From an optimization exercise on the open Yosys and OpenROAD flow, aimed at small area; shortcuts taken in it are not production practice.
In this exercise RTL edits were held to simulation tests only and were not proved equivalent to the original.

Setup of yarrow:
// cordic
module cordic #(
    parameter INPUT_DATA_WIDTH = 16,
    parameter ITERATIONS = 16
)(
    input wire i_clk,
    input wire i_resetn,
    input wire signed [INPUT_DATA_WIDTH - 1:0] i_xIn,
    input wire signed [INPUT_DATA_WIDTH - 1:0] i_yIn,
    input wire signed [31:0] i_angle,
    output reg signed [INPUT_DATA_WIDTH:0] o_xOut,
    output reg signed [INPUT_DATA_WIDTH:0] o_yOut
);
wire [1:0] q = i_angle[31:30];
wire signed [16:0] xs = i_xIn, ys = i_yIn;
wire signed [16:0] w_xpre = (q == 2'b01) ? -ys : (q == 2'b10) ? ys : xs;
wire signed [16:0] w_ypre = (q == 2'b01) ? xs : (q == 2'b10) ? -xs : ys;
wire w_nz29 = |i_angle[28:0];
wire w_d0 = ~q[1] & (i_angle[29] | w_nz29);
wire [1:0] w_t = {q[1], i_angle[29]};
wire [1:0] w_t1 = w_d0 ? w_t - 2'd1 : w_t + 2'd1;
wire w_d1 = (w_t1 == 2'b01) | ((w_t1 == 2'b00) & w_nz29);
reg signed [16:0] r_x0, r_y0;
reg [30:0] r_a1;
reg r_d0, r_d1;
always @(posedge i_clk or negedge i_resetn)
    if (~i_resetn) begin r_x0 <= 17'sd0; r_y0 <= 17'sd0; end
    else begin r_x0 <= w_xpre; r_y0 <= w_ypre; end
always @(posedge i_clk) begin
    r_a1 <= {w_t1, i_angle[28:0]};
    r_d0 <= w_d0;
    r_d1 <= w_d1;
end
wire [16:0] ax0_s;
  ...
For scale: ~830 flip-flops.
Settings: LEC_CHECK=0, CAP_MARGIN=10, CORE_MARGIN=2, CORE_UTILIZATION=60, CTS_CLUSTER_DIAMETER=90, CTS_CLUSTER_SIZE=28, SLEW_MARGIN=10; clock period 5.5 ns.
standard.sh (not shown) runs the stock make flow with config.mk's settings and CLKGATE_MAP_FILE= SYNTH_SCRIPT=/design/flow/synth_recipe.tcl, a recipe that flattens the netlist after the stock synthesis.
==> flow/flow/run.sh <==
#!/bin/bash
# The standard layout (standard.sh: standard synthesis and the ORFS flow), with one change:
# the buffers that placement puts on the input and output ports are the smallest buffer cell,
# sky130_fd_sc_hd__buf_1, instead of the flow's default choice. The make output (every tool's
# output, in order) goes to standard_flow.log here; ORFS keeps each step's own log under orfs/logs.
set -euo pipefail
export BUFFER_PORTS_ARGS="-buffer_cell sky130_fd_sc_hd__buf_1"
bash standard.sh > standard_flow.log 2>&1
yarrow | status: complete | timing, DRC, antenna: pass
Here is what was changed in the inputs of sierra compared with yarrow.
Settings: changing CORE_UTILIZATION from 60 to 50; changing SLEW_MARGIN from 10 to 20; changing CAP_MARGIN from 10 to 20.
## What came out
NOTE: slack of the critical path in sierra exceeds that of yarrow
Comparing the two runs side by side, sierra comes out ahead of yarrow on fmax.
Between yarrow and sierra, the difference in total overflow reported by the global router is negligible.
Total count of hold-check failures in the final report: yarrow vs sierra identical
yarrow has higher number of buffers created by CTS than sierra.
## Diff of input files: raven against sierra
Settings: CORE_UTILIZATION: 50 -> 60.
The maximum clock frequency of raven is lower than that of sierra. Non-clock buffer count for raven is higher than for sierra.
Modified inputs, zinc compared to raven
Settings: putting GPL_TIMING_DRIVEN at 0 where nothing was set.
[summary]
On count of clock-buffer cells in the layout: between raven and zinc, it ends up lower for raven. Routed wire length ended up 3.8% higher on zinc than on raven. Sequential cell count of raven is on par with zinc. raven vs zinc, first element of the critical path: r_xn11[11] vs r_dl9_9. In the flow results for raven and zinc, the sequential share of cell area is larger on raven. | post-placement setup slack | higher: raven |. Multi-input gate share of the layout cell area up 0.39 points in zinc wrt raven.
Input changes introduced in amber (baseline for comparison: zinc):
Settings: clearing GPL_TIMING_DRIVEN, which used to be 0; swapping 60 for 70 in CORE_UTILIZATION.
[summary]
zinc reports its slowest cell on the critical path as sky130_fd_sc_hd__fa_1 while amber reports sky130_fd_sc_hd__or3_1.
amber ended up with a lower cell area than zinc did.
Changes observed in amber relative to zinc: number of sinks on the clock net flat, non-clock buffer count dropped about 8%, iteration-0 DRC count of the detailed router went up by 102.
Post-route minimum period delta for amber relative to zinc: 0.0030 ns lower
Going from zinc to amber, number of flops mapped to enable cells by yosys saw little to no change, die width saw a decrease, final period utilization saw little to no change, count of clock-buffer cells in the layout saw a decrease, routed length on met1 saw a decrease.
> inputs changed (amber -> nickel)
Settings: CTS_CLUSTER_DIAMETER: 90 -> 95; CORE_UTILIZATION: 70 -> 50; CTS_CLUSTER_SIZE: 28 -> 32.
## What came out
nickel reached the end of the flow, and the finished layout is clean on the timing, DRC and antenna checks.
amber: flow completed, timing, DRC and antenna clean
nickel vs. amber: H-tree level count neither gained nor lost much, wire length on met1 now smaller, met2 track demand over resource -17 points, global-route wire length before repair decreased 4.0%, chip height +18%.
Wire length down 6100 µm in nickel wrt amber
r_xn11[15] as the termination of the worst setup path was reported by amber, and r_yn10[16] by nickel.


Another version of the RTL of cordic (not shown whole).
Size: ~970 flip-flops.
Settings: LEC_CHECK=0, CAP_MARGIN=20, CORE_MARGIN=2, CORE_UTILIZATION=55, CTS_BUF_LIST=sky130_fd_sc_hd__clkbuf_8, SLEW_MARGIN=20; clock period 5.5 ns.
run.sh (not shown) runs the stock make flow with config.mk's settings and CLKGATE_MAP_FILE= SYNTH_SCRIPT=/design/flow/synth_recipe.tcl, a recipe that flattens the netlist after the stock synthesis.
Stock flow here: none of the scripts above is used.
Change:
Settings changed: CORE_UTILIZATION 55 to 60, CTS_BUF_LIST sky130_fd_sc_hd__clkbuf_8 to not set, CTS_CLUSTER_DIAMETER set to 100, CTS_CLUSTER_SIZE set to 32.
What happened: The changed run went through all stages and came out clean. Die area falls by 8.2%. Clock-buffer cell count falls by 167. Design area falls by 4.5%. Wire length falls by 3.7%. Via count falls by 2.8%. Worst setup slack got worse by 0.018 ns. Clock skew falls by 0.0062 ns.
Change:
Settings changed: CTS_CLUSTER_DIAMETER 100 to 60, CTS_CLUSTER_SIZE 32 to 20.
Effect:
- The new run completed with no timing, DRC or antenna violations
- wire length goes up by 1.9%
- clock-buffer cell count went up by 41
- via count is higher by 1.5%


cordic again, from the RTL that the note above started with.
clock: 5.5 ns
lec_check: 0
cap_margin: 20
core_margin: 2
core_utilization: 65
cts_buf_list: sky130_fd_sc_hd__clkbuf_4
slew_margin: 20
Then changed:
- CORE_UTILIZATION: 65 -> 60
- CTS_BUF_LIST: sky130_fd_sc_hd__clkbuf_4 -> not set
- CTS_CLUSTER_DIAMETER: not set -> 80
- CTS_CLUSTER_SIZE: not set -> 25
Effect:
- The changed run passed the timing, DRC and antenna checks
- routed wire length fell slightly
- non-clock buffer count grows by 1
- hold slack improves by 0.022 ns
- die area increases by a little under a tenth
- clock-buffer cell count shrinks by 331
- global-route usage falls by 2.3 points


RTL: one of the versions met above, not the one the previous note started from.
For scale: about 830 flip-flops, roughly 100 I/O pins, ~0.039 sq mm of cells after synthesis.
==> flow/config.mk <==
export PLATFORM = sky130hd
export DESIGN_NAME = cordic
export DESIGN_NICKNAME = cordic
export VERILOG_FILES = /design/flow/design.v
export SDC_FILE = /design/flow/constraint.sdc
export NUM_CORES = 4
export LEC_CHECK = 0
export CAP_MARGIN = 0
export CORE_MARGIN = 2
export CORE_UTILIZATION = 60
export CTS_CLUSTER_DIAMETER = 90
export CTS_CLUSTER_SIZE = 28
export SLEW_MARGIN = 0
==> flow/constraint.sdc <==
create_clock -name core_clock -period 5.5 [get_ports {i_clk}]
set_input_delay 1.1000 -clock core_clock [delete_from_list [all_inputs] [get_ports {i_clk}]]
set_output_delay 1.1000 -clock core_clock [all_outputs]
set_load 0.01 [all_outputs]
standard.sh (not shown) runs the stock make flow with config.mk's settings and CLKGATE_MAP_FILE= SYNTH_SCRIPT=/design/flow/synth_recipe.tcl, a recipe that flattens the netlist after the stock synthesis.
Scripts as last shown in full above: flow/flow/run.sh
Edit:
==> flow/run.sh (new file) <==
#!/bin/bash
# synth_recipe.tcl (not shown) runs the flow's synth.tcl, then flattens the netlist and writes it again
# the make line also repeats each setting of config.mk as NAME=value (left out here)
make -C /OpenROAD-flow-scripts/flow DESIGN_CONFIG=/design/flow/config.mk WORK_HOME=/design/flow/orfs CLKGATE_MAP_FILE= SYNTH_SCRIPT=/design/flow/synth_recipe.tcl finish
Settings changed: CAP_MARGIN 0 to 20, SLEW_MARGIN 0 to 20.
removed: flow/flow/run.sh
removed: flow/standard.sh
After rerunning:
- The new run went through all stages and came out clean
- critical path depth is unchanged
- hold slack is worse by 0.010 ns
Edit:
==> flow/flow/run.sh (new file) <==
#!/bin/bash
# The standard layout (standard.sh: standard synthesis and the ORFS flow), with one change:
# the buffers that placement puts on the input and output ports are the smallest buffer cell,
# sky130_fd_sc_hd__buf_1, instead of the flow's default choice. The make output (every tool's
# output, in order) goes to standard_flow.log here; ORFS keeps each step's own log under orfs/logs.
set -euo pipefail
export BUFFER_PORTS_ARGS="-buffer_cell sky130_fd_sc_hd__buf_1"
bash standard.sh > standard_flow.log 2>&1
==> flow/standard.sh (new file) <==
#!/bin/bash
# synth_recipe.tcl (not shown) runs the flow's synth.tcl, then flattens the netlist and writes it again
# the make line also repeats each setting of config.mk as NAME=value (left out here)
make -C /OpenROAD-flow-scripts/flow DESIGN_CONFIG=/design/flow/config.mk WORK_HOME=/design/flow/orfs CLKGATE_MAP_FILE= SYNTH_SCRIPT=/design/flow/synth_recipe.tcl "${@:-finish}"
Settings changed: ABC_CLOCK_PERIOD_IN_PS set to 6500.
removed: flow/run.sh
Effect: The new run completed with no timing, DRC or antenna violations. Routed wire length drops slightly. Worst setup slack degrades by 0.064 ns. Flip-flop and latch count is unchanged. Cell area drops slightly. Final cell count stays flat. Synthesized cell count is unchanged.

## port drivers added, routing unchanged
The flow's constraints put no driver on any port. The routed layouts listed below were extracted and timed again, unchanged, in two steps.
Step 1, drivers: a clkbuf_16 drives i_clk and a buf_2 each remaining input, both assumed.
Step 2, shift: input delay + t, output delay - t, t = (earliest + latest rising clock arrival at the registers) / 2. This alone moves slack from input paths to output paths.
a / b / c = no drivers / after step 1 / after step 2; a / b = the first two.
| run | shift t [ns] | setup WS [ns] | worst setup path after step 2 |
|---|---|---|---|
| yarrow | 0.657 | 0.131 / 0.131 / 0.131 | register to register |
| sierra | 0.655 | 0.166 / 0.166 / 0.166 | register to register |
| raven | 0.657 | 0.131 / 0.131 / 0.131 | register to register |
| zinc | 0.649 | 0.138 / 0.138 / 0.138 | register to register |
| amber | 0.660 | 0.141 / 0.141 / 0.141 | register to register |
| nickel | 0.657 | 0.141 / 0.141 / 0.141 | register to register |
| the first run of note 2 | 0.877 | 0.433 / 0.433 / 0.433 | register to register |
| the second run of note 2 | 0.669 | 0.415 / 0.415 / 0.415 | register to register |
| the third run of note 2 | 0.683 | 0.415 / 0.415 / 0.415 | register to register |
| the first run of note 3 | 1.075 | 0.398 / 0.398 / 0.398 | register to register |
| the second run of note 3 | 0.689 | 0.404 / 0.404 / 0.404 | register to register |
| the first run of note 4 | 0.657 | 0.131 / 0.131 / 0.131 | register to register |
| the second run of note 4 | 0.646 | 0.195 / 0.195 / 0.195 | register to register |
| the third run of note 4 | 0.657 | 0.131 / 0.131 / 0.131 | register to register |
After both steps every run listed still meets setup and hold.
